From an optimization exercise on the open Yosys and OpenROAD flow, aimed at small area, a short achievable clock period and few clock cycles per item; shortcuts taken in it are not production practice. Where RTL was checked, it was by simulation tests only, not by an equivalence proof against the original. For run 4, only the layout was checked, not whether the RTL still works.

==> run.sh <==
#!/bin/bash
# synth_recipe.tcl (not shown) runs the flow's synth.tcl, then flattens the netlist and writes it again
# the make line also repeats each setting of config.mk as NAME=value (left out here)
make -C /OpenROAD-flow-scripts/flow DESIGN_CONFIG=/design/flow/config.mk WORK_HOME=/design/flow/orfs CLKGATE_MAP_FILE= SYNTH_SCRIPT=/design/flow/synth_recipe.tcl finish
==> constraint.sdc <==
create_clock -name core_clock -period 7.5 [get_ports {clk}]
set_input_delay 1.5000 -clock core_clock [delete_from_list [all_inputs] [get_ports {clk}]]
set_output_delay 1.5000 -clock core_clock [all_outputs]
set_load 0.01 [all_outputs]
==> config.mk <==
export PLATFORM = sky130hd
export DESIGN_NAME = geofence
export DESIGN_NICKNAME = geofence
export VERILOG_FILES = /design/flow/design.v
export SDC_FILE = /design/flow/constraint.sdc
export NUM_CORES = 4
export LEC_CHECK = 0
export CAP_MARGIN = 20
export CORE_MARGIN = 2
export CORE_UTILIZATION = 40
export SETUP_SLACK_MARGIN = 2.0
export SLEW_MARGIN = 20
export SYNTH_HIERARCHICAL = 1
export SYNTH_MINIMUM_KEEP_SIZE = 0
==> design.v <==
module BoothEnc (input [9:0] m,
                 output [5:0] one,
                 output [5:0] two,
                 output [5:0] neg);
    wire [12:0] b = {2'b00, m, 1'b0};    
    genvar i;
    generate
        for (i = 0; i < 6; i = i + 1) begin : dig
            assign one[i] = b[2*i+1] ^ b[2*i];
            assign two[i] = (b[2*i+2] & ~b[2*i+1] & ~b[2*i]) | (~b[2*i+2] & b[2*i+1] & b[2*i]);
            assign neg[i] = b[2*i+2];
        end
    endgenerate
endmodule
module FA (input a, input b, input c, output s, output co);
    assign s = a ^ b ^ c;
    assign co = (a & b) | (c & (a ^ b));
endmodule
module HA (input a, input b, output s, output co);
    assign s = a ^ b;
    assign co = a & b;
endmodule
module GPI (input a, input b, output ng, output np);
    assign ng = ~(a & b);
    assign np = ~(a | b);
endmodule
module MGI (input gh, input ph, input gl, input pl, output g, output p);
    assign g = ~(gh & (ph | gl));
    assign p = ~(ph | pl);
endmodule
module MGP (input gh, input ph, input gl, input pl, output g, output p);
    assign g = ~(gh | (ph & gl));
    assign p = ~(ph & pl);
endmodule
module INV2 (input g, input p, output gn, output pn);
    assign gn = ~g;
    assign pn = ~p;
endmodule
module CSEL (input s, input a, input b, output y);
    assign y = s ? a : b;
endmodule
module CrossProduct (input [10:0] ax,
                     input [10:0] ay,
                     input bx_sign,
                     input [5:0] bx_one,
                     input [5:0] bx_two,
                     input [5:0] bx_neg,
                     input by_sign,
                     input [5:0] by_one,
                     input [5:0] by_two,
                     input [5:0] by_neg,
                     output pos);
    wire [9:0] ma = ax[9:0], mc = ay[9:0];
    wire n1 = ax[10] ^ by_sign;    
    wire n2 = ay[10] ^ bx_sign;    
    wire x, pa, pb;
    assign pa = n1 ? (n2 & ~x) : (n2 | x);
    assign pb = n1 ? (n2 & x) : (n2 | ~x);
    wire pp1, pp2, pp3, pp4, pp5, pp6, pp7, pp8, pp9, pp10, pp11, ns12, nc13, pp14, pp15, pp16;
    wire pp17, pp18, pp19, pp20, pp21, pp22, pp23, pp24, ns25, nc26, pp27, pp28, pp29, pp30, pp31, pp32;
    wire pp33, pp34, pp35, pp36, pp37, ns38, nc39, pp40, pp41, pp42, pp43, pp44, pp45, pp46, pp47, pp48;
    wire pp49, pp50, ns51, nc52, pp53, pp54, pp55, pp56, pp57, pp58, pp59, pp60, pp61, pp62, pp63, ns64;
    wire nc65, pp66, pp67, pp68, pp69, pp70, pp71, pp72, pp73, pp74, pp75, pp76, pp77, pp78, pp79, pp80;
    wire pp81, pp82, pp83, pp84, pp85, pp86, ns87, nc88, pp89, pp90, pp91, pp92, pp93, pp94, pp95, pp96;
    wire pp97, pp98, pp99, ns100, nc101, pp102, pp103, pp104, pp105, pp106, pp107, pp108, pp109, pp110, pp111, pp112;
    wire ns113, nc114, pp115, pp116, pp117, pp118, pp119, pp120, pp121, pp122, pp123, pp124, pp125, ns126, nc127, pp128;
    wire pp129, pp130, pp131, pp132, pp133, pp134, pp135, pp136, pp137, pp138, ns139, nc140, pp141, pp142, pp143, pp144;
    wire pp145, pp146, pp147, pp148, pp149, pp150, s151, c152, s153, c154, s155, c156, s157, c158, s159, c160;
    wire s161, c162, s163, c164, s165, c166, s167, c168, s169, c170, s171, c172, s173, c174, s175, c176;
    wire s177, c178, s179, c180, s181, c182, s183, c184, s185, c186, s187, c188, s189, c190, s191, c192;
    wire s193, c194, s195, c196, s197, c198, s199, c200, s201, c202, s203, c204, s205, c206, s207, c208;
    wire s209, c210, s211, c212, s213, c214, s215, c216, s217, c218, s219, c220, s221, c222, s223, c224;
    wire s225, c226, s227, c228, s229, c230, s231, c232, s233, c234, s235, c236, s237, c238, s239, c240;
    wire s241, c242, s243, c244, s245, c246, s247, c248, s249, c250, s251, c252, s253, c254, s255, c256;
    wire s257, c258, s259, c260, s261, c262, s263, c264, s265, c266, s267, c268, s269, c270, s271, c272;
    wire s273, c274, s275, c276, s277, c278, s279, c280, s281, c282, s283, c284, s285, c286, s287, c288;
    wire s289, c290, s291, c292, s293, c294, s295, c296, s297, c298, s299, c300, s301, c302, s303, c304;
    wire s305, c306, s307, c308, s309, c310, s311, c312, s313, c314, s315, c316, s317, c318, s319, c320;
    wire s321, c322, s323, c324, s325, c326, s327, c328, s329, c330, s331, c332, s333, c334, s335, c336;
    wire s337, c338, s339, c340, s341, c342, s343, c344, s345, c346, s347, c348, s349, c350, s351, c352;
    wire s353, c354, s355, c356, s357, c358, s359, c360, s361, c362, s363, c364, s365, c366, s367, c368;
    wire s369, c370, s371, c372, s373, c374, s375, c376, s377, c378, s379, c380, s381, c382, s383, c384;
    wire s385, c386, s387, c388, s389, c390, s391, c392, s393, c394, s395, c396, s397, c398, s399, c400;
    wire s401, c402, s403, c404, s405, c406, s407, c408, s409, c410, s411, c412, s413, c414, s415, c416;
    wire s417, c418, s419, c420, s421, c422, s423, c424, s425, c426, s427, c428, g429, t430, g431, t432;
    wire g433, t434, g435, t436, g437, t438, g439, t440, g441, t442, g443, t444, g445, t446, g447, t448;
    wire g449, t450, g451, t452, g453, t454, g455, t456, g457, t458, g459, t460, g461, t462, g463, t464;
    wire g465, t466, g467, t468, G469, P470, G471, P472, G473, P474, G475, P476, G477, P478, G479, P480;
    wire G481, P482, G483, P484, G485, P486, G487, P488, G489, P490, G491, P492, G493, P494, G495, P496;
    wire G497, P498, G499, P500, G501, P502, G503, P504, G505, P506, G507, P508, G509, P510;
    assign pp1 = ((by_one[0] & ma[0])) ^ by_neg[0];
    assign pp2 = ((by_one[0] & ma[1]) | (by_two[0] & ma[0])) ^ by_neg[0];
    assign pp3 = ((by_one[0] & ma[2]) | (by_two[0] & ma[1])) ^ by_neg[0];
    assign pp4 = ((by_one[0] & ma[3]) | (by_two[0] & ma[2])) ^ by_neg[0];
    assign pp5 = ((by_one[0] & ma[4]) | (by_two[0] & ma[3])) ^ by_neg[0];
    assign pp6 = ((by_one[0] & ma[5]) | (by_two[0] & ma[4])) ^ by_neg[0];
    assign pp7 = ((by_one[0] & ma[6]) | (by_two[0] & ma[5])) ^ by_neg[0];
    assign pp8 = ((by_one[0] & ma[7]) | (by_two[0] & ma[6])) ^ by_neg[0];
    assign pp9 = ((by_one[0] & ma[8]) | (by_two[0] & ma[7])) ^ by_neg[0];
    assign pp10 = ((by_one[0] & ma[9]) | (by_two[0] & ma[8])) ^ by_neg[0];
    assign pp11 = ((by_two[0] & ma[9])) ^ by_neg[0];
    assign ns12 = ~(by_neg[0]);
    assign nc13 = by_neg[0];
    assign pp14 = ((by_one[1] & ma[0])) ^ by_neg[1];
    assign pp15 = ((by_one[1] & ma[1]) | (by_two[1] & ma[0])) ^ by_neg[1];
    assign pp16 = ((by_one[1] & ma[2]) | (by_two[1] & ma[1])) ^ by_neg[1];
    assign pp17 = ((by_one[1] & ma[3]) | (by_two[1] & ma[2])) ^ by_neg[1];
    assign pp18 = ((by_one[1] & ma[4]) | (by_two[1] & ma[3])) ^ by_neg[1];
    assign pp19 = ((by_one[1] & ma[5]) | (by_two[1] & ma[4])) ^ by_neg[1];
    assign pp20 = ((by_one[1] & ma[6]) | (by_two[1] & ma[5])) ^ by_neg[1];
    assign pp21 = ((by_one[1] & ma[7]) | (by_two[1] & ma[6])) ^ by_neg[1];
    assign pp22 = ((by_one[1] & ma[8]) | (by_two[1] & ma[7])) ^ by_neg[1];
    assign pp23 = ((by_one[1] & ma[9]) | (by_two[1] & ma[8])) ^ by_neg[1];
    assign pp24 = ((by_two[1] & ma[9])) ^ by_neg[1];
    assign ns25 = ~(by_neg[1]);
    assign nc26 = by_neg[1];
    assign pp27 = ((by_one[2] & ma[0])) ^ by_neg[2];
    assign pp28 = ((by_one[2] & ma[1]) | (by_two[2] & ma[0])) ^ by_neg[2];
    assign pp29 = ((by_one[2] & ma[2]) | (by_two[2] & ma[1])) ^ by_neg[2];
    assign pp30 = ((by_one[2] & ma[3]) | (by_two[2] & ma[2])) ^ by_neg[2];
    assign pp31 = ((by_one[2] & ma[4]) | (by_two[2] & ma[3])) ^ by_neg[2];
    assign pp32 = ((by_one[2] & ma[5]) | (by_two[2] & ma[4])) ^ by_neg[2];
    assign pp33 = ((by_one[2] & ma[6]) | (by_two[2] & ma[5])) ^ by_neg[2];
    assign pp34 = ((by_one[2] & ma[7]) | (by_two[2] & ma[6])) ^ by_neg[2];
    assign pp35 = ((by_one[2] & ma[8]) | (by_two[2] & ma[7])) ^ by_neg[2];
    assign pp36 = ((by_one[2] & ma[9]) | (by_two[2] & ma[8])) ^ by_neg[2];
    assign pp37 = ((by_two[2] & ma[9])) ^ by_neg[2];
    assign ns38 = ~(by_neg[2]);
    assign nc39 = by_neg[2];
    assign pp40 = ((by_one[3] & ma[0])) ^ by_neg[3];
    assign pp41 = ((by_one[3] & ma[1]) | (by_two[3] & ma[0])) ^ by_neg[3];
    assign pp42 = ((by_one[3] & ma[2]) | (by_two[3] & ma[1])) ^ by_neg[3];
    assign pp43 = ((by_one[3] & ma[3]) | (by_two[3] & ma[2])) ^ by_neg[3];
    assign pp44 = ((by_one[3] & ma[4]) | (by_two[3] & ma[3])) ^ by_neg[3];
    assign pp45 = ((by_one[3] & ma[5]) | (by_two[3] & ma[4])) ^ by_neg[3];
    assign pp46 = ((by_one[3] & ma[6]) | (by_two[3] & ma[5])) ^ by_neg[3];
    assign pp47 = ((by_one[3] & ma[7]) | (by_two[3] & ma[6])) ^ by_neg[3];
    assign pp48 = ((by_one[3] & ma[8]) | (by_two[3] & ma[7])) ^ by_neg[3];
    assign pp49 = ((by_one[3] & ma[9]) | (by_two[3] & ma[8])) ^ by_neg[3];
    assign pp50 = ((by_two[3] & ma[9])) ^ by_neg[3];
    assign ns51 = ~(by_neg[3]);
    assign nc52 = by_neg[3];
    assign pp53 = ((by_one[4] & ma[0])) ^ by_neg[4];
    assign pp54 = ((by_one[4] & ma[1]) | (by_two[4] & ma[0])) ^ by_neg[4];
    assign pp55 = ((by_one[4] & ma[2]) | (by_two[4] & ma[1])) ^ by_neg[4];
    assign pp56 = ((by_one[4] & ma[3]) | (by_two[4] & ma[2])) ^ by_neg[4];
    assign pp57 = ((by_one[4] & ma[4]) | (by_two[4] & ma[3])) ^ by_neg[4];
    assign pp58 = ((by_one[4] & ma[5]) | (by_two[4] & ma[4])) ^ by_neg[4];
    assign pp59 = ((by_one[4] & ma[6]) | (by_two[4] & ma[5])) ^ by_neg[4];
    assign pp60 = ((by_one[4] & ma[7]) | (by_two[4] & ma[6])) ^ by_neg[4];
    assign pp61 = ((by_one[4] & ma[8]) | (by_two[4] & ma[7])) ^ by_neg[4];
    assign pp62 = ((by_one[4] & ma[9]) | (by_two[4] & ma[8])) ^ by_neg[4];
    assign pp63 = ((by_two[4] & ma[9])) ^ by_neg[4];
    assign ns64 = ~(by_neg[4]);
    assign nc65 = by_neg[4];
    assign pp66 = (by_one[5] & ma[0]);
    assign pp67 = (by_one[5] & ma[1]);
    assign pp68 = (by_one[5] & ma[2]);
    assign pp69 = (by_one[5] & ma[3]);
    assign pp70 = (by_one[5] & ma[4]);
    assign pp71 = (by_one[5] & ma[5]);
    assign pp72 = (by_one[5] & ma[6]);
    assign pp73 = (by_one[5] & ma[7]);
    assign pp74 = (by_one[5] & ma[8]);
    assign pp75 = (by_one[5] & ma[9]);
    assign pp76 = ((bx_one[0] & mc[0])) ^ ~bx_neg[0];
    assign pp77 = ((bx_one[0] & mc[1]) | (bx_two[0] & mc[0])) ^ ~bx_neg[0];
    assign pp78 = ((bx_one[0] & mc[2]) | (bx_two[0] & mc[1])) ^ ~bx_neg[0];
    assign pp79 = ((bx_one[0] & mc[3]) | (bx_two[0] & mc[2])) ^ ~bx_neg[0];
    assign pp80 = ((bx_one[0] & mc[4]) | (bx_two[0] & mc[3])) ^ ~bx_neg[0];
    assign pp81 = ((bx_one[0] & mc[5]) | (bx_two[0] & mc[4])) ^ ~bx_neg[0];
    assign pp82 = ((bx_one[0] & mc[6]) | (bx_two[0] & mc[5])) ^ ~bx_neg[0];
    assign pp83 = ((bx_one[0] & mc[7]) | (bx_two[0] & mc[6])) ^ ~bx_neg[0];
    assign pp84 = ((bx_one[0] & mc[8]) | (bx_two[0] & mc[7])) ^ ~bx_neg[0];
    assign pp85 = ((bx_one[0] & mc[9]) | (bx_two[0] & mc[8])) ^ ~bx_neg[0];
    assign pp86 = ((bx_two[0] & mc[9])) ^ ~bx_neg[0];
    assign ns87 = ~(~bx_neg[0]);
    assign nc88 = ~bx_neg[0];
    assign pp89 = ((bx_one[1] & mc[0])) ^ ~bx_neg[1];
    assign pp90 = ((bx_one[1] & mc[1]) | (bx_two[1] & mc[0])) ^ ~bx_neg[1];
    assign pp91 = ((bx_one[1] & mc[2]) | (bx_two[1] & mc[1])) ^ ~bx_neg[1];
    assign pp92 = ((bx_one[1] & mc[3]) | (bx_two[1] & mc[2])) ^ ~bx_neg[1];
    assign pp93 = ((bx_one[1] & mc[4]) | (bx_two[1] & mc[3])) ^ ~bx_neg[1];
    assign pp94 = ((bx_one[1] & mc[5]) | (bx_two[1] & mc[4])) ^ ~bx_neg[1];
    assign pp95 = ((bx_one[1] & mc[6]) | (bx_two[1] & mc[5])) ^ ~bx_neg[1];
    assign pp96 = ((bx_one[1] & mc[7]) | (bx_two[1] & mc[6])) ^ ~bx_neg[1];
    assign pp97 = ((bx_one[1] & mc[8]) | (bx_two[1] & mc[7])) ^ ~bx_neg[1];
    assign pp98 = ((bx_one[1] & mc[9]) | (bx_two[1] & mc[8])) ^ ~bx_neg[1];
    assign pp99 = ((bx_two[1] & mc[9])) ^ ~bx_neg[1];
    assign ns100 = ~(~bx_neg[1]);
    assign nc101 = ~bx_neg[1];
    assign pp102 = ((bx_one[2] & mc[0])) ^ ~bx_neg[2];
    assign pp103 = ((bx_one[2] & mc[1]) | (bx_two[2] & mc[0])) ^ ~bx_neg[2];
    assign pp104 = ((bx_one[2] & mc[2]) | (bx_two[2] & mc[1])) ^ ~bx_neg[2];
    assign pp105 = ((bx_one[2] & mc[3]) | (bx_two[2] & mc[2])) ^ ~bx_neg[2];
    assign pp106 = ((bx_one[2] & mc[4]) | (bx_two[2] & mc[3])) ^ ~bx_neg[2];
    assign pp107 = ((bx_one[2] & mc[5]) | (bx_two[2] & mc[4])) ^ ~bx_neg[2];
    assign pp108 = ((bx_one[2] & mc[6]) | (bx_two[2] & mc[5])) ^ ~bx_neg[2];
    assign pp109 = ((bx_one[2] & mc[7]) | (bx_two[2] & mc[6])) ^ ~bx_neg[2];
    assign pp110 = ((bx_one[2] & mc[8]) | (bx_two[2] & mc[7])) ^ ~bx_neg[2];
    assign pp111 = ((bx_one[2] & mc[9]) | (bx_two[2] & mc[8])) ^ ~bx_neg[2];
    assign pp112 = ((bx_two[2] & mc[9])) ^ ~bx_neg[2];
    assign ns113 = ~(~bx_neg[2]);
    assign nc114 = ~bx_neg[2];
    assign pp115 = ((bx_one[3] & mc[0])) ^ ~bx_neg[3];
    assign pp116 = ((bx_one[3] & mc[1]) | (bx_two[3] & mc[0])) ^ ~bx_neg[3];
    assign pp117 = ((bx_one[3] & mc[2]) | (bx_two[3] & mc[1])) ^ ~bx_neg[3];
    assign pp118 = ((bx_one[3] & mc[3]) | (bx_two[3] & mc[2])) ^ ~bx_neg[3];
    assign pp119 = ((bx_one[3] & mc[4]) | (bx_two[3] & mc[3])) ^ ~bx_neg[3];
    assign pp120 = ((bx_one[3] & mc[5]) | (bx_two[3] & mc[4])) ^ ~bx_neg[3];
    assign pp121 = ((bx_one[3] & mc[6]) | (bx_two[3] & mc[5])) ^ ~bx_neg[3];
    assign pp122 = ((bx_one[3] & mc[7]) | (bx_two[3] & mc[6])) ^ ~bx_neg[3];
    assign pp123 = ((bx_one[3] & mc[8]) | (bx_two[3] & mc[7])) ^ ~bx_neg[3];
    assign pp124 = ((bx_one[3] & mc[9]) | (bx_two[3] & mc[8])) ^ ~bx_neg[3];
    assign pp125 = ((bx_two[3] & mc[9])) ^ ~bx_neg[3];
    assign ns126 = ~(~bx_neg[3]);
    assign nc127 = ~bx_neg[3];
    assign pp128 = ((bx_one[4] & mc[0])) ^ ~bx_neg[4];
    assign pp129 = ((bx_one[4] & mc[1]) | (bx_two[4] & mc[0])) ^ ~bx_neg[4];
    assign pp130 = ((bx_one[4] & mc[2]) | (bx_two[4] & mc[1])) ^ ~bx_neg[4];
    assign pp131 = ((bx_one[4] & mc[3]) | (bx_two[4] & mc[2])) ^ ~bx_neg[4];
    assign pp132 = ((bx_one[4] & mc[4]) | (bx_two[4] & mc[3])) ^ ~bx_neg[4];
    assign pp133 = ((bx_one[4] & mc[5]) | (bx_two[4] & mc[4])) ^ ~bx_neg[4];
    assign pp134 = ((bx_one[4] & mc[6]) | (bx_two[4] & mc[5])) ^ ~bx_neg[4];
    assign pp135 = ((bx_one[4] & mc[7]) | (bx_two[4] & mc[6])) ^ ~bx_neg[4];
    assign pp136 = ((bx_one[4] & mc[8]) | (bx_two[4] & mc[7])) ^ ~bx_neg[4];
    assign pp137 = ((bx_one[4] & mc[9]) | (bx_two[4] & mc[8])) ^ ~bx_neg[4];
    assign pp138 = ((bx_two[4] & mc[9])) ^ ~bx_neg[4];
    assign ns139 = ~(~bx_neg[4]);
    assign nc140 = ~bx_neg[4];
    assign pp141 = ~((bx_one[5] & mc[0]));
    assign pp142 = ~((bx_one[5] & mc[1]));
    assign pp143 = ~((bx_one[5] & mc[2]));
    assign pp144 = ~((bx_one[5] & mc[3]));
    assign pp145 = ~((bx_one[5] & mc[4]));
    assign pp146 = ~((bx_one[5] & mc[5]));
    assign pp147 = ~((bx_one[5] & mc[6]));
    assign pp148 = ~((bx_one[5] & mc[7]));
    assign pp149 = ~((bx_one[5] & mc[8]));
    assign pp150 = ~((bx_one[5] & mc[9]));
    FA fs151 (.a(pp7), .b(pp18), .c(pp29), .s(s151), .co(c152));
    HA hs153 (.a(pp8), .b(pp19), .s(s153), .co(c154));
    FA fs155 (.a(pp9), .b(pp20), .c(pp31), .s(s155), .co(c156));
    FA fs157 (.a(pp42), .b(pp53), .c(nc65), .s(s157), .co(c158));
    HA hs159 (.a(pp84), .b(pp95), .s(s159), .co(c160));
    FA fs161 (.a(pp10), .b(pp21), .c(pp32), .s(s161), .co(c162));
    FA fs163 (.a(pp43), .b(pp54), .c(pp85), .s(s163), .co(c164));
    HA hs165 (.a(pp96), .b(pp107), .s(s165), .co(c166));
    FA fs167 (.a(pp11), .b(pp22), .c(pp33), .s(s167), .co(c168));
    FA fs169 (.a(pp44), .b(pp55), .c(pp66), .s(s169), .co(c170));
    FA fs171 (.a(pp86), .b(pp97), .c(pp108), .s(s171), .co(c172));
    FA fs173 (.a(ns12), .b(pp23), .c(pp34), .s(s173), .co(c174));
    FA fs175 (.a(pp45), .b(pp56), .c(pp67), .s(s175), .co(c176));
    FA fs177 (.a(ns87), .b(pp98), .c(pp109), .s(s177), .co(c178));
    FA fs179 (.a(pp24), .b(pp35), .c(pp46), .s(s179), .co(c180));
    FA fs181 (.a(pp57), .b(pp68), .c(pp99), .s(s181), .co(c182));
    HA hs183 (.a(pp110), .b(pp121), .s(s183), .co(c184));
    FA fs185 (.a(ns25), .b(pp36), .c(pp47), .s(s185), .co(c186));
    FA fs187 (.a(pp58), .b(pp69), .c(ns100), .s(s187), .co(c188));
    HA hs189 (.a(pp111), .b(pp122), .s(s189), .co(c190));
    FA fs191 (.a(pp37), .b(pp48), .c(pp59), .s(s191), .co(c192));
    HA hs193 (.a(ns38), .b(pp49), .s(s193), .co(c194));
    HA hs195 (.a(pp3), .b(pp14), .s(s195), .co(c196));
    FA fs197 (.a(pp5), .b(pp16), .c(pp27), .s(s197), .co(c198));
    HA hs199 (.a(nc39), .b(pp80), .s(s199), .co(c200));
    FA fs201 (.a(pp6), .b(pp17), .c(pp28), .s(s201), .co(c202));
    HA hs203 (.a(pp81), .b(pp92), .s(s203), .co(c204));
    FA fs205 (.a(s151), .b(pp40), .c(nc52), .s(s205), .co(c206));
    FA fs207 (.a(pp82), .b(pp93), .c(pp104), .s(s207), .co(c208));
    HA hs209 (.a(pp115), .b(nc127), .s(s209), .co(c210));
    FA fs211 (.a(s153), .b(pp30), .c(pp41), .s(s211), .co(c212));
    FA fs213 (.a(pp83), .b(pp94), .c(pp105), .s(s213), .co(c214));
    assign s215 = ~(pp116 ^ c152);
    assign c216 = pp116 | c152;
    FA fs217 (.a(s155), .b(s157), .c(s159), .s(s217), .co(c218));
    FA fs219 (.a(pp106), .b(pp117), .c(pp128), .s(s219), .co(c220));
    assign s221 = ~(nc140 ^ c154);
    assign c222 = nc140 | c154;
    FA fs223 (.a(s161), .b(s163), .c(s165), .s(s223), .co(c224));
    FA fs225 (.a(pp118), .b(pp129), .c(c156), .s(s225), .co(c226));
    assign s227 = ~(c158 ^ c160);
    assign c228 = c158 | c160;
    FA fs229 (.a(s167), .b(s169), .c(s171), .s(s229), .co(c230));
    FA fs231 (.a(pp119), .b(pp130), .c(pp141), .s(s231), .co(c232));
    FA fs233 (.a(c162), .b(c164), .c(c166), .s(s233), .co(c234));
    FA fs235 (.a(s173), .b(s175), .c(s177), .s(s235), .co(c236));
    FA fs237 (.a(pp120), .b(pp131), .c(pp142), .s(s237), .co(c238));
    FA fs239 (.a(c168), .b(c170), .c(c172), .s(s239), .co(c240));
    FA fs241 (.a(s179), .b(s181), .c(s183), .s(s241), .co(c242));
    FA fs243 (.a(pp132), .b(pp143), .c(c174), .s(s243), .co(c244));
    assign s245 = ~(c176 ^ c178);
    assign c246 = c176 | c178;
    FA fs247 (.a(s185), .b(s187), .c(s189), .s(s247), .co(c248));
    FA fs249 (.a(pp133), .b(pp144), .c(c180), .s(s249), .co(c250));
    assign s251 = ~(c182 ^ c184);
    assign c252 = c182 | c184;
    FA fs253 (.a(s191), .b(pp70), .c(pp112), .s(s253), .co(c254));
    FA fs255 (.a(pp123), .b(pp134), .c(pp145), .s(s255), .co(c256));
    FA fs257 (.a(c186), .b(c188), .c(c190), .s(s257), .co(c258));
    FA fs259 (.a(s193), .b(pp60), .c(pp71), .s(s259), .co(c260));
    FA fs261 (.a(ns113), .b(pp124), .c(pp135), .s(s261), .co(c262));
    assign s263 = ~(pp146 ^ c192);
    assign c264 = pp146 | c192;
    FA fs265 (.a(pp50), .b(pp61), .c(pp72), .s(s265), .co(c266));
    FA fs267 (.a(pp125), .b(pp136), .c(pp147), .s(s267), .co(c268));
    FA fs269 (.a(ns51), .b(pp62), .c(pp73), .s(s269), .co(c270));
    HA hs271 (.a(ns126), .b(pp137), .s(s271), .co(c272));
    HA hs273 (.a(pp1), .b(nc13), .s(s273), .co(c274));
    FA fs275 (.a(s195), .b(nc26), .c(pp78), .s(s275), .co(c276));
    FA fs277 (.a(pp4), .b(pp15), .c(pp79), .s(s277), .co(c278));
    HA hs279 (.a(pp90), .b(c196), .s(s279), .co(c280));
    FA fs281 (.a(s197), .b(s199), .c(pp91), .s(s281), .co(c282));
    assign s283 = ~(pp102 ^ nc114);
    assign c284 = pp102 | nc114;
    FA fs285 (.a(s201), .b(s203), .c(pp103), .s(s285), .co(c286));
    assign s287 = ~(c198 ^ c200);
    assign c288 = c198 | c200;
    FA fs289 (.a(s205), .b(s207), .c(s209), .s(s289), .co(c290));
    assign s291 = ~(c202 ^ c204);
    assign c292 = c202 | c204;
    FA fs293 (.a(s211), .b(s213), .c(s215), .s(s293), .co(c294));
    FA fs295 (.a(c206), .b(c208), .c(c210), .s(s295), .co(c296));
    FA fs297 (.a(s217), .b(s219), .c(s221), .s(s297), .co(c298));
    FA fs299 (.a(c212), .b(c214), .c(c216), .s(s299), .co(c300));
    FA fs301 (.a(s223), .b(s225), .c(s227), .s(s301), .co(c302));
    FA fs303 (.a(c218), .b(c220), .c(c222), .s(s303), .co(c304));
    FA fs305 (.a(s229), .b(s231), .c(s233), .s(s305), .co(c306));
    FA fs307 (.a(c224), .b(c226), .c(c228), .s(s307), .co(c308));
    FA fs309 (.a(s235), .b(s237), .c(s239), .s(s309), .co(c310));
    FA fs311 (.a(c230), .b(c232), .c(c234), .s(s311), .co(c312));
    FA fs313 (.a(s241), .b(s243), .c(s245), .s(s313), .co(c314));
    FA fs315 (.a(c236), .b(c238), .c(c240), .s(s315), .co(c316));
    FA fs317 (.a(s247), .b(s249), .c(s251), .s(s317), .co(c318));
    FA fs319 (.a(c242), .b(c244), .c(c246), .s(s319), .co(c320));
    FA fs321 (.a(s253), .b(s255), .c(s257), .s(s321), .co(c322));
    FA fs323 (.a(c248), .b(c250), .c(c252), .s(s323), .co(c324));
    FA fs325 (.a(s259), .b(s261), .c(s263), .s(s325), .co(c326));
    FA fs327 (.a(c254), .b(c256), .c(c258), .s(s327), .co(c328));
    FA fs329 (.a(s265), .b(s267), .c(c194), .s(s329), .co(c330));
    FA fs331 (.a(c260), .b(c262), .c(c264), .s(s331), .co(c332));
    FA fs333 (.a(s269), .b(s271), .c(pp148), .s(s333), .co(c334));
    assign s335 = ~(c266 ^ c268);
    assign c336 = c266 | c268;
    FA fs337 (.a(pp63), .b(pp74), .c(pp138), .s(s337), .co(c338));
    FA fs339 (.a(pp149), .b(c270), .c(c272), .s(s339), .co(c340));
    FA fs341 (.a(ns64), .b(pp75), .c(ns139), .s(s341), .co(c342));
    assign s343 = ~pp150;
    assign c344 = pp150;
    HA hs345 (.a(s273), .b(pp76), .s(s345), .co(c346));
    FA fs347 (.a(pp2), .b(pp77), .c(c274), .s(s347), .co(c348));
    FA fs349 (.a(s275), .b(pp89), .c(nc101), .s(s349), .co(c350));
    FA fs351 (.a(s277), .b(s279), .c(c276), .s(s351), .co(c352));
    FA fs353 (.a(s281), .b(s283), .c(c278), .s(s353), .co(c354));
    FA fs355 (.a(s285), .b(s287), .c(c282), .s(s355), .co(c356));
    FA fs357 (.a(s289), .b(s291), .c(c286), .s(s357), .co(c358));
    FA fs359 (.a(s293), .b(s295), .c(c290), .s(s359), .co(c360));
    FA fs361 (.a(s297), .b(s299), .c(c294), .s(s361), .co(c362));
    FA fs363 (.a(s301), .b(s303), .c(c298), .s(s363), .co(c364));
    FA fs365 (.a(s305), .b(s307), .c(c302), .s(s365), .co(c366));
    FA fs367 (.a(s309), .b(s311), .c(c306), .s(s367), .co(c368));
    FA fs369 (.a(s313), .b(s315), .c(c310), .s(s369), .co(c370));
    FA fs371 (.a(s317), .b(s319), .c(c314), .s(s371), .co(c372));
    FA fs373 (.a(s321), .b(s323), .c(c318), .s(s373), .co(c374));
    FA fs375 (.a(s325), .b(s327), .c(c322), .s(s375), .co(c376));
    FA fs377 (.a(s329), .b(s331), .c(c326), .s(s377), .co(c378));
    FA fs379 (.a(s333), .b(s335), .c(c330), .s(s379), .co(c380));
    FA fs381 (.a(s337), .b(s339), .c(c334), .s(s381), .co(c382));
    FA fs383 (.a(s341), .b(s343), .c(c338), .s(s383), .co(c384));
    HA hs385 (.a(c342), .b(c344), .s(s385), .co(c386));
    HA hs387 (.a(s345), .b(nc88), .s(s387), .co(c388));
    assign s389 = ~(s347 ^ c346);
    assign c390 = s347 | c346;
    assign s391 = ~(s349 ^ c348);
    assign c392 = s349 | c348;
    assign s393 = ~(s351 ^ c350);
    assign c394 = s351 | c350;
    FA fs395 (.a(s353), .b(c280), .c(c352), .s(s395), .co(c396));
    FA fs397 (.a(s355), .b(c284), .c(c354), .s(s397), .co(c398));
    FA fs399 (.a(s357), .b(c288), .c(c356), .s(s399), .co(c400));
    FA fs401 (.a(s359), .b(c292), .c(c358), .s(s401), .co(c402));
    FA fs403 (.a(s361), .b(c296), .c(c360), .s(s403), .co(c404));
    FA fs405 (.a(s363), .b(c300), .c(c362), .s(s405), .co(c406));
    FA fs407 (.a(s365), .b(c304), .c(c364), .s(s407), .co(c408));
    FA fs409 (.a(s367), .b(c308), .c(c366), .s(s409), .co(c410));
    FA fs411 (.a(s369), .b(c312), .c(c368), .s(s411), .co(c412));
    FA fs413 (.a(s371), .b(c316), .c(c370), .s(s413), .co(c414));
    FA fs415 (.a(s373), .b(c320), .c(c372), .s(s415), .co(c416));
    FA fs417 (.a(s375), .b(c324), .c(c374), .s(s417), .co(c418));
    FA fs419 (.a(s377), .b(c328), .c(c376), .s(s419), .co(c420));
    FA fs421 (.a(s379), .b(c332), .c(c378), .s(s421), .co(c422));
    FA fs423 (.a(s381), .b(c336), .c(c380), .s(s423), .co(c424));
    FA fs425 (.a(s383), .b(c340), .c(c382), .s(s425), .co(c426));
    assign s427 = ~(s385 ^ c384);
    assign c428 = s385 | c384;
    assign g429 = ~s387;
    assign t430 = 1'b0;
    GPI ug431 (.a(s389), .b(c388), .ng(g431), .np(t432));
    GPI ug433 (.a(s391), .b(c390), .ng(g433), .np(t434));
    GPI ug435 (.a(s393), .b(c392), .ng(g435), .np(t436));
    GPI ug437 (.a(s395), .b(c394), .ng(g437), .np(t438));
    GPI ug439 (.a(s397), .b(c396), .ng(g439), .np(t440));
    GPI ug441 (.a(s399), .b(c398), .ng(g441), .np(t442));
    GPI ug443 (.a(s401), .b(c400), .ng(g443), .np(t444));
    GPI ug445 (.a(s403), .b(c402), .ng(g445), .np(t446));
    GPI ug447 (.a(s405), .b(c404), .ng(g447), .np(t448));
    GPI ug449 (.a(s407), .b(c406), .ng(g449), .np(t450));
    GPI ug451 (.a(s409), .b(c408), .ng(g451), .np(t452));
    GPI ug453 (.a(s411), .b(c410), .ng(g453), .np(t454));
    GPI ug455 (.a(s413), .b(c412), .ng(g455), .np(t456));
    GPI ug457 (.a(s415), .b(c414), .ng(g457), .np(t458));
    GPI ug459 (.a(s417), .b(c416), .ng(g459), .np(t460));
    GPI ug461 (.a(s419), .b(c418), .ng(g461), .np(t462));
    GPI ug463 (.a(s421), .b(c420), .ng(g463), .np(t464));
    GPI ug465 (.a(s423), .b(c422), .ng(g465), .np(t466));
    GPI ug467 (.a(s425), .b(c424), .ng(g467), .np(t468));
    MGI mG469 (.gh(g467), .ph(t468), .gl(g465), .pl(t466), .g(G469), .p(P470));
    MGI mG471 (.gh(g463), .ph(t464), .gl(g461), .pl(t462), .g(G471), .p(P472));
    MGI mG473 (.gh(g459), .ph(t460), .gl(g457), .pl(t458), .g(G473), .p(P474));
    MGI mG475 (.gh(g455), .ph(t456), .gl(g453), .pl(t454), .g(G475), .p(P476));
    MGI mG477 (.gh(g451), .ph(t452), .gl(g449), .pl(t450), .g(G477), .p(P478));
    MGI mG479 (.gh(g447), .ph(t448), .gl(g445), .pl(t446), .g(G479), .p(P480));
    MGI mG481 (.gh(g443), .ph(t444), .gl(g441), .pl(t442), .g(G481), .p(P482));
    MGI mG483 (.gh(g439), .ph(t440), .gl(g437), .pl(t438), .g(G483), .p(P484));
    MGI mG485 (.gh(g435), .ph(t436), .gl(g433), .pl(t434), .g(G485), .p(P486));
    MGI mG487 (.gh(g431), .ph(t432), .gl(g429), .pl(t430), .g(G487), .p(P488));
    MGP mG489 (.gh(G469), .ph(P470), .gl(G471), .pl(P472), .g(G489), .p(P490));
    MGP mG491 (.gh(G473), .ph(P474), .gl(G475), .pl(P476), .g(G491), .p(P492));
    MGP mG493 (.gh(G477), .ph(P478), .gl(G479), .pl(P480), .g(G493), .p(P494));
    MGP mG495 (.gh(G481), .ph(P482), .gl(G483), .pl(P484), .g(G495), .p(P496));
    MGP mG497 (.gh(G485), .ph(P486), .gl(G487), .pl(P488), .g(G497), .p(P498));
    MGI mG499 (.gh(G489), .ph(P490), .gl(G491), .pl(P492), .g(G499), .p(P500));
    MGI mG501 (.gh(G493), .ph(P494), .gl(G495), .pl(P496), .g(G501), .p(P502));
    INV2 iG503 (.g(G497), .p(P498), .gn(G503), .pn(P504));
    MGP mG505 (.gh(G499), .ph(P500), .gl(G501), .pl(P502), .g(G505), .p(P506));
    INV2 iG507 (.g(G503), .p(P504), .gn(G507), .pn(P508));
    MGI mG509 (.gh(G505), .ph(P506), .gl(G507), .pl(P508), .g(G509), .p(P510));
    assign x = s427 ^ c426;
    CSEL usel (.s(G509), .a(pa), .b(pb), .y(pos));
endmodule
module geofence (clk,
                 reset,
                 X,
                 Y,
                 valid,
                 is_inside);
    input clk;
    input reset;
    input [9:0] X;
    input [9:0] Y;
    output valid;
    output is_inside;
    reg [3:0] cnt;
    reg [9:0] px, py;
    reg [10:0] ux, uy, sx, sy, ex, ey;    
    reg ins, vld;
    wire cs, ce;
    wire [5:0] ux_one, ux_two, ux_neg, uy_one, uy_two, uy_neg;
    BoothEnc BX (.m(ux[9:0]), .one(ux_one), .two(ux_two), .neg(ux_neg));
    BoothEnc BY (.m(uy[9:0]), .one(uy_one), .two(uy_two), .neg(uy_neg));
    CrossProduct C0 (.ax(sx), .ay(sy),
                     .bx_sign(ux[10]), .bx_one(ux_one), .bx_two(ux_two), .bx_neg(ux_neg),
                     .by_sign(uy[10]), .by_one(uy_one), .by_two(uy_two), .by_neg(uy_neg),
                     .pos(cs));
    CrossProduct C1 (.ax(ex), .ay(ey),
                     .bx_sign(ux[10]), .bx_one(ux_one), .bx_two(ux_two), .bx_neg(ux_neg),
                     .by_sign(uy[10]), .by_one(uy_one), .by_two(uy_two), .by_neg(uy_neg),
                     .pos(ce));
    assign valid = vld;
    assign is_inside = ins;
    always @(posedge clk or posedge reset) begin
        if (reset) begin
            cnt <= 4'd0;
            vld <= 1'b0;
        end else begin
            cnt <= (cnt == 4'd8) ? 4'd0 : cnt + 4'd1;
            vld <= (cnt == 4'd7);
        end
    end
    wire [10:0] dx = {1'b0, X} - {1'b0, px};
    wire [10:0] dy = {1'b0, Y} - {1'b0, py};
    wire [9:0] nx = px - X;
    wire [9:0] ny = py - Y;
    wire place = cnt >= 4'd3 && cnt <= 4'd7;
    always @(posedge clk) begin
        if (cnt == 4'd0) begin
            px <= X;
            py <= Y;
        end
        ux <= {dx[10], dx[10] ? nx : dx[9:0]};
        uy <= {dy[10], dy[10] ? ny : dy[9:0]};
        if (cnt == 4'd2 || (place && !cs && !ce)) begin
            sx <= ux;
            sy <= uy;
        end
        if (cnt == 4'd2 || (place && cs && ce)) begin
            ex <= ux;
            ey <= uy;
        end
        if (cnt == 4'd2)
            ins <= 1'b0;
        else if (place && !cs && ce)
            ins <= 1'b1;
    end
endmodule
==> metrics.cfg, run 1 <==
[run_status]
outcome = no timing/DRC/antenna violations

[detailed_routing]
drc = 0
wl_mm = 39.0
dr.pass1.iters = 5
wl_per_cell_um = 19.0
drtIter0Drc = 873
antenna_left = 0
avgViaCountPerCell = 5.41
dr_total_vias = 11100

[synthesis]
avgSynthCellArea_um2 = 9.93
netlist_instances = 1539
synth_warnings = 7
syn-cell-area_um2 = 15300
synthesis.nets = 1878

[global_routing]
grt_util_met3_pct = 3.27
grt.overflow.total = 0
grt_busiest_layer = met2
antenna_found_initial = 1
use_met1_pct = 27.4
grt_max_degree = 49
grt_pass1_wl_mm = 63.0
grt_use_met2_pct = 34.6
grt_use_total_pct = 20.5
grt_pass1_vias = 11600

[final_layout]
diodes = 0
fin_nets = 1880
area_growth_pct = 12.2
drive_above_1_share_pct = 16.3

[floorplanning]
io_pins = 24
die_x_um = 199
dieHeight_um = 199
dieArea_um2 = 39800
start_util_pct = 40.6
core.rowCount = 71
coreArea_um2 = 37700

[setup_path]
worstPathCellList = buf_12, buf_4, o21ai_4, buf_6, a22oi_1, xnor2_1, fa_1, fa_2, fa_1, fa_1, fa_1, nor2_1, nor2_2, nand2_1, nor2_2, buf_4, a21oi_4, o21ai_4, mux2_4, o211ai_1, buf_4, a21oi_4, buf_6
startpoint_type = flip-flop
cp_data_arrival_time_ns = 5.80
rrSetupSlack_ns = 1.75
reg2reg_to = ey[6]
path_class = flip-flop to flip-flop
path_max_fanout = 6
crit_path_frequent_cell = fa_1
cp-end-kind = flip-flop
cp_slowest_stage_delay_ns = 0.60
critPathSlowestCell = fa_1
r2r_start = uy[5]
worstPathRequired_ns = 7.55
rr_worst_depth = 23

[timing]
slew_headroom_pct = 54.5
min_period_ns = 5.75
rsz0062_at_grt = yes
worst_pin_slew_ns = 0.680
setup_violations = 0
fin_crit_sh_pct = 76.6
fmax_mhz = 174
fin_tns_setup_ns = 0
fin_hold_ws_ns = 0.496
maxSlewViolCount = 0
finalClockSkew_ns = 0.00777
final-hold-violation-count = 0

[clocking]
htreeDepth = 3
cts_max_path_buffers = 2
clk_latency_ns = 0.34
ctsRootBufferMaster = clkbuf_16
cts_tree = done
cts.clk_slew.worst_paths_ns = 0.07
numCtsBuffers = 9
ctsHoldBuffers = 0
clkSinkCount = 92

[run]
drv_cap = 0

[placement]
hpwl_mm = 28.3
place_congestion = 0.843
port_buffers = 23

[hold_path]
min_path_type = flip-flop to flip-flop
hold_path_end = cnt[0]
whs_path_depth = 1
holdCritStartpoint = cnt[0]

-- critical path, delay by kind of cell, from the launching register on --
family,cells,cell delay [ns]
compound gates,6,0.74
xor+xnor,1,0.18
fa+ha+maj,5,2.61
buf+inv,6,0.91
flops,1,0.36
mux,1,0.21
simple gates,4,0.45
-- routing by layer --
metal	share of wire, %	routed length, µm
met1	42	16500
met2	49	19100
met3	6.3	2470
met4	2.3	912
met5	0	0
-- final cells by class --
type,count,area (µm²)
timing repair buffer,118,1130
inverter,167,634
clock buffer,12,268
sequential,92,2550
multi-input combinational,1153,11900
clock inverter,4,28.8
tap,511,639
fill,3558,20500
-- worst max path at each step --
stage	start	to	slack, ns	depth (start not counted)
floorplan	uy[7]	sx[0]	2.09	19
global placement	uy[7]	ey[3]	0.99	20
detailed placement	uy[7]	ey[0]	0.98	20
CTS	uy[5]	sx[2]	1.76	21
global route	uy[5]	sy[9]	1.56	22
finish	uy[5]	ey[6]	1.75	23
-- sequential cells by signal (all words and copies together), names as in the netlist --
| signal | flops |
|---|---|
| ey | 11 |
| ins | 1 |
| px | 10 |
| sx | 11 |
| cnt | 4 |
| sy | 11 |
| uy | 11 |
| py | 10 |
| ux | 11 |
| vld | 1 |
| ex | 11 |
-- per-stage QoR --
| step | area (µm²) | util [%] | setup WS [ns] | cells |
|---|---|---|---|---|
| 4_1_cts | 16900 | 45.0 | 1.76 | 2052 |
| 6_report | 17100 | 45.5 | 1.75 | 2057 |
| 3_3_place_gp | 15700 | 41.8 | 0.994 | 1980 |
| 5_1_grt | 17100 | 45.5 | 1.56 | 2057 |
| 2_1_floorplan | 15300 | - | 2.09 | 1539 |
| 3_5_place_dp | 15700 | 41.8 | 0.975 | 1980 |
-- cells in the final DEF (no fill, tap or decap), types with 51 or more instances in the layout --
master / n
buf_4: 63
ha_1: 97
fa_1: 203
xnor2_1: 176
xor2_1: 62
inv_1: 165
a22oi_1: 170
nor2_1: 51
nand2_1: 115
edfxtp_1: 64
-- timing repair --
action / in CTS / in global routing
setup buffers: 45 / 5
endpoints found under the setup margin: 45 / 45
gates resized for setup: 107 / 39
gates cloned: 11 / 0
pin swaps: 107 / 48
Testbench counts, summed over its fixed seeds: cycles 28,800, tests 3,200.
==> run 2, diff against run 1 <==
--- a/config.mk
+++ b/config.mk
@@ -8,6 +8,7 @@
 export CAP_MARGIN = 20
 export CORE_MARGIN = 2
 export CORE_UTILIZATION = 40
+export CTS_BUF_LIST = sky130_fd_sc_hd__clkbuf_4 sky130_fd_sc_hd__clkbuf_8
 export SETUP_SLACK_MARGIN = 2.0
 export SLEW_MARGIN = 20
 export SYNTH_HIERARCHICAL = 1
==> run 2 against run 1 <==
Effect of this change: still clean on timing, DRC and antenna; cell count grew 0.24%; cell area is 0.77% lower; register-to-register slack better by 0.04 ns; via count is 0.15% higher; setup slack improved by 0.044 ns; die area stayed put; first-iteration DRC count shrank 5.7%; area after synthesis did not move; critical path type unchanged; highest routed layer unchanged.
==> metrics.cfg, run 2 <==
[global_routing]
grt.overflow.total = 0  ; unchanged
grt_max_degree = 49  ; unchanged
grt_util_met3_pct = 4.02  ; was 3.27%
grt_pass1_wl_mm = 63.1  ; was 63.0 mm
grt_use_total_pct = 20.6  ; was 20.5%
antenna_found_initial = 1  ; unchanged
grt_busiest_layer = met2  ; unchanged
grt_pass1_vias = 11600  ; about the same
grt_use_met2_pct = 34.4  ; was 34.6%
use_met1_pct = 26.9  ; was 27.4%

[final_layout]
area_growth_pct = 11.3  ; was 12.2%
ff_latch_area_um2 = 2550  ; about the same
fin_nets = 1885  ; was 1880
final_common_cell = fa_1  ; unchanged
diodes = 0  ; unchanged
post-route-util_pct = 45.2  ; was 45.5%
drive_above_1_share_pct = 16.2  ; was 16.3%
n_fill_cell = 3579  ; was 3558
final_cell_mix = fa_1, xnor2_1, a22oi_1, inv_1, nand2_1  ; unchanged
multiInputGateArea_um2 = 11800  ; was 11900 µm²

[timing]
worst_pin_slew_ns = 0.714  ; was 0.680 ns
fin_tns_setup_ns = 0  ; unchanged
min_period_ns = 5.70  ; was 5.75 ns
setup_violations = 0  ; unchanged
rsz0062_at_grt = yes  ; unchanged
final-hold-violation-count = 0  ; unchanged
slew_headroom_pct = 52.4  ; was 54.5%
fin_crit_sh_pct = 76.0  ; was 76.6%
maxSlewViolCount = 0  ; unchanged
finalClockSkew_ns = 0.0162  ; was 0.00777 ns
fmax_mhz = 175  ; was 174 MHz

[synthesis]
synth_warnings = 7  ; unchanged
avgSynthCellArea_um2 = 9.93  ; unchanged
syn-cell-area_um2 = 15300  ; unchanged
synthesis.nets = 1878  ; unchanged
netlist_instances = 1539  ; unchanged

[clocking]
ctsHoldBuffers = 0  ; unchanged
clkSinkCount = 92  ; unchanged
ctsRootBufferMaster = clkbuf_8  ; was clkbuf_16
cts.clk_slew.worst_paths_ns = 0.10  ; was 0.07 ns
cts_max_path_buffers = 2  ; unchanged
htreeDepth = 3  ; unchanged
cts_tree = done  ; unchanged
numCtsBuffers = 9  ; unchanged
clk_latency_ns = 0.36  ; was 0.34 ns

[setup_path]
path_delay_family = adder cells  ; unchanged
worstPathRequired_ns = 7.62  ; was 7.55 ns
startpoint_type = flip-flop  ; unchanged
crit_path_frequent_cell = fa_1  ; unchanged
cp_data_arrival_time_ns = 5.82  ; was 5.80 ns
critPathSlowestCell = fa_1  ; unchanged
rrSetupSlack_ns = 1.80  ; was 1.75 ns
path_max_fanout = 11  ; was 6
worstPathCellList = buf_12, buf_4, o21ai_4, buf_6, a22oi_1, xnor2_1, fa_1, fa_1, fa_1, fa_2, fa_1, nor2_1, nor2_2, nand2_1, nor2_2, nand2_2, o21ai_4, mux2_4, o211ai_1, buf_4, a21oi_4, buf_12  ; was buf_12, buf_4, o21ai_4, buf_6, a22oi_1, xnor2_1, fa_1, fa_2, fa_1, fa_1, fa_1, nor2_1, nor2_2, nand2_1, nor2_2, buf_4, a21oi_4, o21ai_4, mux2_4, o211ai_1, buf_4, a21oi_4, buf_6
cp_slowest_stage_delay_ns = 0.58  ; was 0.60 ns
cp_num_buf_inv = 5  ; was 6
path_class = flip-flop to flip-flop  ; unchanged
cp-end-kind = flip-flop  ; unchanged

[detailed_routing]
wl_mm = 39.2  ; was 39.0 mm
drtIter0Drc = 823  ; was 873
dr.pass1.iters = 6  ; was 5
wl_per_cell_um = 19.0  ; about the same
drc = 0  ; unchanged
antenna_left = 0  ; unchanged
avgViaCountPerCell = 5.41  ; about the same
dr_total_vias = 11200  ; was 11.1k

[hold_path]
min_path_type = flip-flop to flip-flop  ; unchanged

[run]
drv_cap = 0  ; unchanged

[placement]
hpwl_mm = 28.3  ; unchanged
port_buffers = 23  ; unchanged
place_congestion = 0.843  ; unchanged

[floorplanning]
die_x_um = 199  ; unchanged
io_pins = 24  ; unchanged
dieArea_um2 = 39800  ; unchanged
coreArea_um2 = 37700  ; unchanged
start_util_pct = 40.6  ; unchanged
core.rowCount = 71  ; unchanged
dieHeight_um = 199  ; unchanged

[run_status]
outcome = no timing/DRC/antenna violations  ; unchanged

==> run 2: worst paths after layout <==
path                         from      to  cells past startpoint
setup / recovery            uy[5]   ex[4]                     22
hold / removal             cnt[0]  cnt[0]                      1
setup reg to reg            uy[5]   ex[4]                     22
hold reg to reg            cnt[0]  cnt[0]                      1
max in group asynchronous   reset     vld                      2
min in group asynchronous   reset  cnt[1]                      2
==> run 2: layout make-up <==
cell class                      instances  share of cell area [%]
Clock buffer                           11                   0.853
Clock inverter                          5                   0.346
Inverter                              167                    3.73
Multi-Input combinational cell       1153                    69.7
Sequential cell                        92                    15.0
Tap cell                              511                    3.76
Timing Repair Buffer                  123                    6.64
==> run 2: timing repair <==
action	CTS	global route
endpoints found under the setup margin	45	45
setup buffers	43	12
endpoints found under the hold margin	0	0
pin swaps	101	84
cloned	11	0
gates resized for setup	95	44
==> run 2: stage by stage <==
stage | instance area (µm²) | hold slack (ns) | std cells | setup slack (ns)
floorplan | 15300 | 0.448 | 1539 | 2.09
global placement | 15700 | 0.468 | 1980 | 0.994
detailed placement | 15700 | 0.487 | 1980 | 0.975
CTS | 16800 | 0.506 | 2050 | 1.81
global route | 17000 | 0.527 | 2062 | 1.59
finish | 17000 | 0.501 | 2062 | 1.80
==> run 2: metal layers <==
metal  part of all wire (%)  up-vias
li1                       -     5079
met1                     41     5583
met2                     49      416
met3                    7.3       76
met4                    2.8        0
met5                      0        -
==> run 3, diff against run 2 <==
--- a/config.mk
+++ b/config.mk
@@ -8,8 +8,7 @@
 export CAP_MARGIN = 20
 export CORE_MARGIN = 2
 export CORE_UTILIZATION = 40
-export CTS_BUF_LIST = sky130_fd_sc_hd__clkbuf_4 sky130_fd_sc_hd__clkbuf_8
-export SETUP_SLACK_MARGIN = 2.0
+export SETUP_SLACK_MARGIN = 2.5
 export SLEW_MARGIN = 20
 export SYNTH_HIERARCHICAL = 1
 export SYNTH_MINIMUM_KEEP_SIZE = 0
==> run 3 against run 2 <==
Effect of this change: global-route usage fell by 0.13 points; setup slack improved by 0.0036 ns; area after synthesis did not move; critical endpoint is now ey[0]; flip-flop and latch count did not move; still clean; largest cell class unchanged; sequential share of layout area fell by 0.39 points.
==> metrics.cfg, run 3 <==
[run_status]
outcome = no timing/DRC/antenna violations  ; unchanged

[placement]
dp.cells = 1980  ; unchanged
port_buffers = 23  ; unchanged
place_area_um2 = 15800  ; was 15700 µm²
hpwl_mm = 28.3  ; about the same
place_congestion = 0.826  ; was 0.843

[synthesis]
avgSynthCellArea_um2 = 9.93  ; unchanged
synthesis.nets = 1878  ; unchanged
synth_warnings = 7  ; unchanged
netlist_instances = 1539  ; unchanged
syn-cell-area_um2 = 15300  ; unchanged

[global_routing]
grt_pass1_wl_mm = 63.0  ; was 63.1 mm
grt_pass1_vias = 11600  ; about the same
grt.overflow.total = 0  ; unchanged
grt_max_degree = 49  ; unchanged
grt_use_total_pct = 20.5  ; was 20.6%
antenna_found_initial = 0  ; was 1

[timing]
fin_crit_sh_pct = 76.0  ; about the same
finalClockSkew_ns = 0.00715  ; was 0.0162 ns
fin_tns_setup_ns = 0  ; unchanged
slew_headroom_pct = 54.1  ; was 52.4%
fmax_mhz = 175  ; about the same
rsz0062_at_grt = yes  ; unchanged
maxSlewViolCount = 0  ; unchanged
min_period_ns = 5.70  ; about the same
final-hold-violation-count = 0  ; unchanged
setup_violations = 0  ; unchanged
worst_pin_slew_ns = 0.688  ; was 0.714 ns

[clocking]
cts_tree = done  ; unchanged
htreeDepth = 3  ; unchanged
ctsRootBufferMaster = clkbuf_16  ; was clkbuf_8
clk_latency_ns = 0.34  ; was 0.36 ns
clkSinkCount = 92  ; unchanged
numCtsBuffers = 9  ; unchanged
cts.clk_slew.worst_paths_ns = 0.06  ; was 0.10 ns
cts_max_path_buffers = 2  ; unchanged

[setup_path]
cp_data_arrival_time_ns = 5.81  ; was 5.82 ns
worstPathRequired_ns = 7.61  ; was 7.62 ns
cp-end-kind = flip-flop  ; unchanged
critPathSlowestCell = fa_2  ; was fa_1
cp_num_buf_inv = 4  ; was 5
path_max_fanout = 11  ; unchanged
startpoint_type = flip-flop  ; unchanged
worstPathCellList = nand2b_4, o21ai_4, buf_12, buf_6, a22oi_2, xnor2_2, fa_1, fa_1, fa_2, fa_1, fa_1, nor2_2, nor2_1, nand2_1, nor2_4, nand2_2, o21ai_4, mux2_4, o211ai_1, buf_4, a21oi_4, buf_12  ; was buf_12, buf_4, o21ai_4, buf_6, a22oi_1, xnor2_1, fa_1, fa_1, fa_1, fa_2, fa_1, nor2_1, nor2_2, nand2_1, nor2_2, nand2_2, o21ai_4, mux2_4, o211ai_1, buf_4, a21oi_4, buf_12
path_delay_family = adder cells  ; unchanged
cp_slowest_stage_delay_ns = 0.60  ; was 0.58 ns
crit_path_frequent_cell = fa_1  ; unchanged
path_class = flip-flop to flip-flop  ; unchanged

[detailed_routing]
wl_per_cell_um = 19.0  ; about the same
drtIter0Drc = 863  ; was 823
avgViaCountPerCell = 5.35  ; was 5.41
dr_wl_met3_mm = 2.25  ; was 2.86 mm
highest_layer = met4  ; unchanged
dr.pass1.iters = 6  ; unchanged
drc = 0  ; unchanged
met1_length_mm = 17.0  ; was 16.1 mm
dr_total_vias = 11100  ; was 11.2k
wl_met2_mm = 19.2  ; was 19.1 mm
wl_mm = 39.2  ; about the same
antenna_left = 0  ; unchanged

[floorplanning]
start_util_pct = 40.6  ; unchanged
io_pins = 24  ; unchanged
coreArea_um2 = 37700  ; unchanged
dieHeight_um = 199  ; unchanged
dieArea_um2 = 39800  ; unchanged
die_x_um = 199  ; unchanged
core.rowCount = 71  ; unchanged

[final_layout]
post-route-util_pct = 46.4  ; was 45.2%
n_fill_cell = 3539  ; was 3579
fin_cells = 2071  ; was 2062
diodes = 0  ; unchanged
area_growth_pct = 14.5  ; was 11.3%
final_cell_mix = fa_1, xnor2_1, inv_1, a22oi_1, nand2_1  ; was fa_1, xnor2_1, a22oi_1, inv_1, nand2_1
final_common_cell = fa_1  ; unchanged
final_area_um2 = 17500  ; was 17000 µm²
fin_nets = 1894  ; was 1885
drive_above_1_share_pct = 18.5  ; was 16.2%

[hold_path]
min_path_type = flip-flop to flip-flop  ; unchanged

[run]
drv_cap = 0  ; unchanged

## run 3: changes by cell type in the layout (fill, tap and decap cells not counted), sizes merged
cell	delta
clkinvlp	+1
inv	+1
bufinv	-1
clkinv	-2
clkbuf	+2
buf	+8
## run 3: area by class of cell
cell class	instances	area, µm²	share of cell area [%]
multi-input combinational	1153	12000	68.9
sequential	92	2560	14.6
timing repair buffer	132	1330	7.60
tap	511	639	3.66
inverter	167	631	3.61
clock buffer	12	258	1.47
clock inverter	4	30.0	0.172
## run 3: layer usage
| layer | vias up | GRT usage, % |
|---|---|---|
| met2 | 385 | 33.9 |
| met4 | 0 | 5.65 |
| li1 | 5101 | - |
| met1 | 5554 | 28.7 |
| met3 | 46 | 1.96 |
| met5 | - | 0 |
## run 3: path summary, 6_finish.rpt
| kind | start | endpoint | slack [ns] | cells past startpoint |
|---|---|---|---|---|
| min in group asynchronous | reset | vld | 1.38 | 2 |
| worst max-delay path | uy[8] | ey[0] | 1.80 | 22 |
| worst min register to register | cnt[0] | cnt[0] | 0.49 | 1 |
| max in group asynchronous | reset | cnt[0] | 5.91 | 2 |
| worst max register to register | uy[8] | ey[0] | 1.80 | 22 |
| worst min-delay path | cnt[0] | cnt[0] | 0.49 | 1 |
## run 3: metrics by stage
stage | hold WS [ns] | setup slack, ns
floorplan | 0.444 | 2.30
global placement | 0.468 | 0.628
detailed placement | 0.484 | 0.529
CTS | 0.492 | 1.84
global route | 0.521 | 1.59
finish | 0.485 | 1.80
## run 3: repair_timing
action / in CTS / in global routing
hold buffers: 0 / 0
gates resized for setup: 99 / 58
endpoints found under the setup margin: 45 / 45
pin swaps: 53 / 55
buffers inserted: 47 / 15
cloned: 12 / 1
==> run 4, diff against run 3 <==
--- a/design.v
+++ b/design.v
@@ -478,16 +478,26 @@
     end
     wire [10:0] dx = {1'b0, X} - {1'b0, px};
     wire [10:0] dy = {1'b0, Y} - {1'b0, py};
-    wire [9:0] nx = px - X;
-    wire [9:0] ny = py - Y;
+    wire [9:0] lx, ly;    
+    assign lx[0] = 1'b0;
+    assign ly[0] = 1'b0;
+    genvar j;
+    generate
+        for (j = 1; j < 10; j = j + 1) begin : neg
+            assign lx[j] = lx[j-1] | dx[j-1];
+            assign ly[j] = ly[j-1] | dy[j-1];
+        end
+    endgenerate
+    wire [9:0] mx = dx[9:0] ^ ({10{dx[10]}} & lx);
+    wire [9:0] my = dy[9:0] ^ ({10{dy[10]}} & ly);
     wire place = cnt >= 4'd3 && cnt <= 4'd7;
     always @(posedge clk) begin
         if (cnt == 4'd0) begin
             px <= X;
             py <= Y;
         end
-        ux <= {dx[10], dx[10] ? nx : dx[9:0]};
-        uy <= {dy[10], dy[10] ? ny : dy[9:0]};
+        ux <= {dx[10], mx};
+        uy <= {dy[10], my};
         if (cnt == 4'd2 || (place && !cs && !ce)) begin
             sx <= ux;
             sy <= uy;
--- a/config.mk
+++ b/config.mk
@@ -8,7 +8,7 @@
 export CAP_MARGIN = 20
 export CORE_MARGIN = 2
 export CORE_UTILIZATION = 40
-export SETUP_SLACK_MARGIN = 2.5
+export SETUP_SLACK_MARGIN = 2.0
 export SLEW_MARGIN = 20
 export SYNTH_HIERARCHICAL = 1
 export SYNTH_MINIMUM_KEEP_SIZE = 0
==> run 4 against run 3 <==
Effect of this change: still clean on timing, DRC and antenna; clock skew increased by 0.0046 ns; die area shrank 2.6%; worst hold slack better by 0.0063 ns; via count shrank 1.8%; critical path type unchanged; critical endpoint is now ex[4].
==> metrics.cfg, run 4 <==
[floorplanning]
dieHeight_um = 197  ; was 199 µm
start_util_pct = 40.6  ; about the same
io_pins = 24  ; unchanged
core.rowCount = 70  ; was 71
dieArea_um2 = 38700  ; was 39800 µm²
die_x_um = 197  ; was 199 µm
coreArea_um2 = 36600  ; was 37700 µm²

[setup_path]
startpoint_type = flip-flop  ; unchanged
worstPathRequired_ns = 7.57  ; was 7.61 ns
path_class = flip-flop to flip-flop  ; unchanged
cp-end-kind = flip-flop  ; unchanged
cp_data_arrival_time_ns = 5.86  ; was 5.81 ns
path_max_fanout = 10  ; was 11

[clocking]
cts_max_path_buffers = 2  ; unchanged
numCtsBuffers = 9  ; unchanged
clkSinkCount = 92  ; unchanged
ctsRootBufferMaster = clkbuf_16  ; unchanged
cts_tree = done  ; unchanged
htreeDepth = 3  ; unchanged
cts.clk_slew.worst_paths_ns = 0.07  ; was 0.06 ns
clk_latency_ns = 0.35  ; was 0.34 ns

[final_layout]
final_cell_mix = fa_1, xnor2_1, a22oi_1, inv_1, nand2_1  ; was fa_1, xnor2_1, inv_1, a22oi_1, nand2_1
fin_nets = 1831  ; was 1894
ff_latch_area_um2 = 2540  ; was 2560 µm²
final_common_cell = fa_1  ; unchanged
post-route-util_pct = 46.9  ; was 46.4%
drive_above_1_share_pct = 22.0  ; was 18.5%
n_fill_cell = 3364  ; was 3539
multiInputGateArea_um2 = 11800  ; was 12000 µm²
fin_cells = 1985  ; was 2071
diodes = 0  ; unchanged
area_growth_pct = 15.6  ; was 14.5%

[synthesis]
netlist_instances = 1472  ; was 1539
avgSynthCellArea_um2 = 10.1  ; was 9.93 µm²
synthesis.nets = 1791  ; was 1878
synth_warnings = 7  ; unchanged
syn-cell-area_um2 = 14900  ; was 15300 µm²

[detailed_routing]
wl_mm = 38.3  ; was 39.2 mm
dr.pass1.iters = 6  ; unchanged
wl_per_cell_um = 19.3  ; was 19.0 µm
drtIter0Drc = 875  ; was 863
dr_total_vias = 10900  ; was 11.1k
antenna_left = 0  ; unchanged
drc = 0  ; unchanged
avgViaCountPerCell = 5.48  ; was 5.35

[timing]
min_period_ns = 5.80  ; was 5.70 ns
fin_tns_setup_ns = 0  ; unchanged
fin_crit_sh_pct = 77.3  ; was 76.0%
finalClockSkew_ns = 0.0117  ; was 0.00715 ns
maxSlewViolCount = 0  ; unchanged
slew_headroom_pct = 51.6  ; was 54.1%
rsz0062_at_grt = yes  ; unchanged
setup_violations = 0  ; unchanged
final-hold-violation-count = 0  ; unchanged
worst_pin_slew_ns = 0.725  ; was 0.688 ns
fmax_mhz = 173  ; was 175 MHz
fin_hold_ws_ns = 0.491  ; was 0.485 ns

[placement]
port_buffers = 23  ; unchanged
hpwl_mm = 27.1  ; was 28.3 mm
place_congestion = 0.815  ; was 0.826
dp.cells = 1885  ; was 1980

[run]
drv_cap = 0  ; unchanged

[global_routing]
antenna_found_initial = 0  ; unchanged
grt_pass1_vias = 11400  ; was 11.6k
grt_use_total_pct = 20.6  ; was 20.5%
grt_pass1_wl_mm = 61.8  ; was 63.0 mm
grt_max_degree = 49  ; unchanged
grt.overflow.total = 0  ; unchanged

[hold_path]
min_path_type = flip-flop to flip-flop  ; unchanged

[run_status]
outcome = no timing/DRC/antenna violations  ; unchanged

==> run 4: stage by stage <==
| stage | cell area, µm² | setup WS, ns |
|---|---|---|
| floorplan | 14900 | 2.09 |
| global placement | 15400 | 0.619 |
| detailed placement | 15400 | 0.488 |
| CTS | 16800 | 1.75 |
| global route | 17200 | 1.54 |
| finish | 17200 | 1.70 |
==> run 4: critical path, cell delays in order (launching register included) <==
cell       delay [ns]
dfxtp_4          0.43
buf_4            0.17
xor2_4           0.25
buf_6            0.24
a22oi_2          0.11
xor2_1           0.18
fa_1             0.56
fa_2             0.44
fa_1             0.56
fa_1             0.44
fa_1             0.48
nor2_2           0.16
nor2_4           0.06
a21oi_2          0.18
o21ai_4          0.10
a21oi_4          0.18
o21ai_4          0.10
mux2_4           0.23
o211ai_1         0.09
buf_4            0.18
a21oi_4          0.21
clkbuf_16        0.18
==> run 4: timing repair <==
item                                   in CTS  in global routing
gates resized for setup                   136                 55
hold buffers                                0                  0
setup buffers                              59                 10
setup endpoints to repair                  45                 45
pin swaps                                  94                 77
endpoints found under the hold margin       0                  0
cloned                                     13                  2
==> run 4: path summary, 6_finish.rpt <==
kind,to,cells after the start,slack (ns),from
hold reg to reg,cnt[0],1,0.49,cnt[0]
min in group asynchronous,cnt[3],2,1.36,reset
hold / removal,cnt[0],1,0.49,cnt[0]
setup reg to reg,ex[4],21,1.70,ux[3]
max in group asynchronous,cnt[2],2,5.98,reset
setup / recovery,ex[4],21,1.70,ux[3]
==> run 4: layout make-up <==
cell class / instances / area share, %
Inverter: 149 / 3.32
Clock buffer: 9 / 1.31
Tap cell: 468 / 3.41
Timing Repair Buffer: 143 / 8.17
Sequential cell: 92 / 14.8
Clock inverter: 7 / 0.575
Multi-Input combinational cell: 1117 / 68.4
==> run 4: routing by layer <==
metal | track usage [%] | routed length [µm] | vias up
met2 | 34.3 | 18500 | 478
met5 | 0 | 0 | -
met4 | 5.96 | 1270 | 0
li1 | - | - | 4907
met1 | 28.1 | 15800 | 5416
met3 | 2.79 | 2730 | 85

-- what the ideal ports hide --
How much do the figures lean on ideal ports? The routed layouts below were timed once more, with nothing changed but the port constraints. Step 1: set_driving_cell puts a clkbuf_16 on clk and a buf_2 on each other input, an assumption about the parent block. Step 2, shift: input delay + t, output delay - t, t = (earliest + latest rising clock arrival at the registers) / 2. This alone moves slack from input paths to output paths. a / b / c = ideal ports / drivers / drivers and shift; a / b = the first two.
run | t, ns | setup slack, ns | hold slack, ns | worst setup path after step 2
run 1 | 0.376 | 1.753 / 1.753 / 1.753 | 0.496 / 0.496 / 0.496 | register to register
run 2 | 0.389 | 1.797 / 1.797 / 1.797 | 0.501 / 0.501 / 0.501 | register to register
run 3 | 0.378 | 1.800 / 1.800 / 1.800 | 0.485 / 0.485 / 0.485 | register to register
run 4 | 0.384 | 1.704 / 1.704 / 1.704 | 0.491 / 0.491 / 0.491 | register to register
After both steps setup and hold are still met in every run listed.
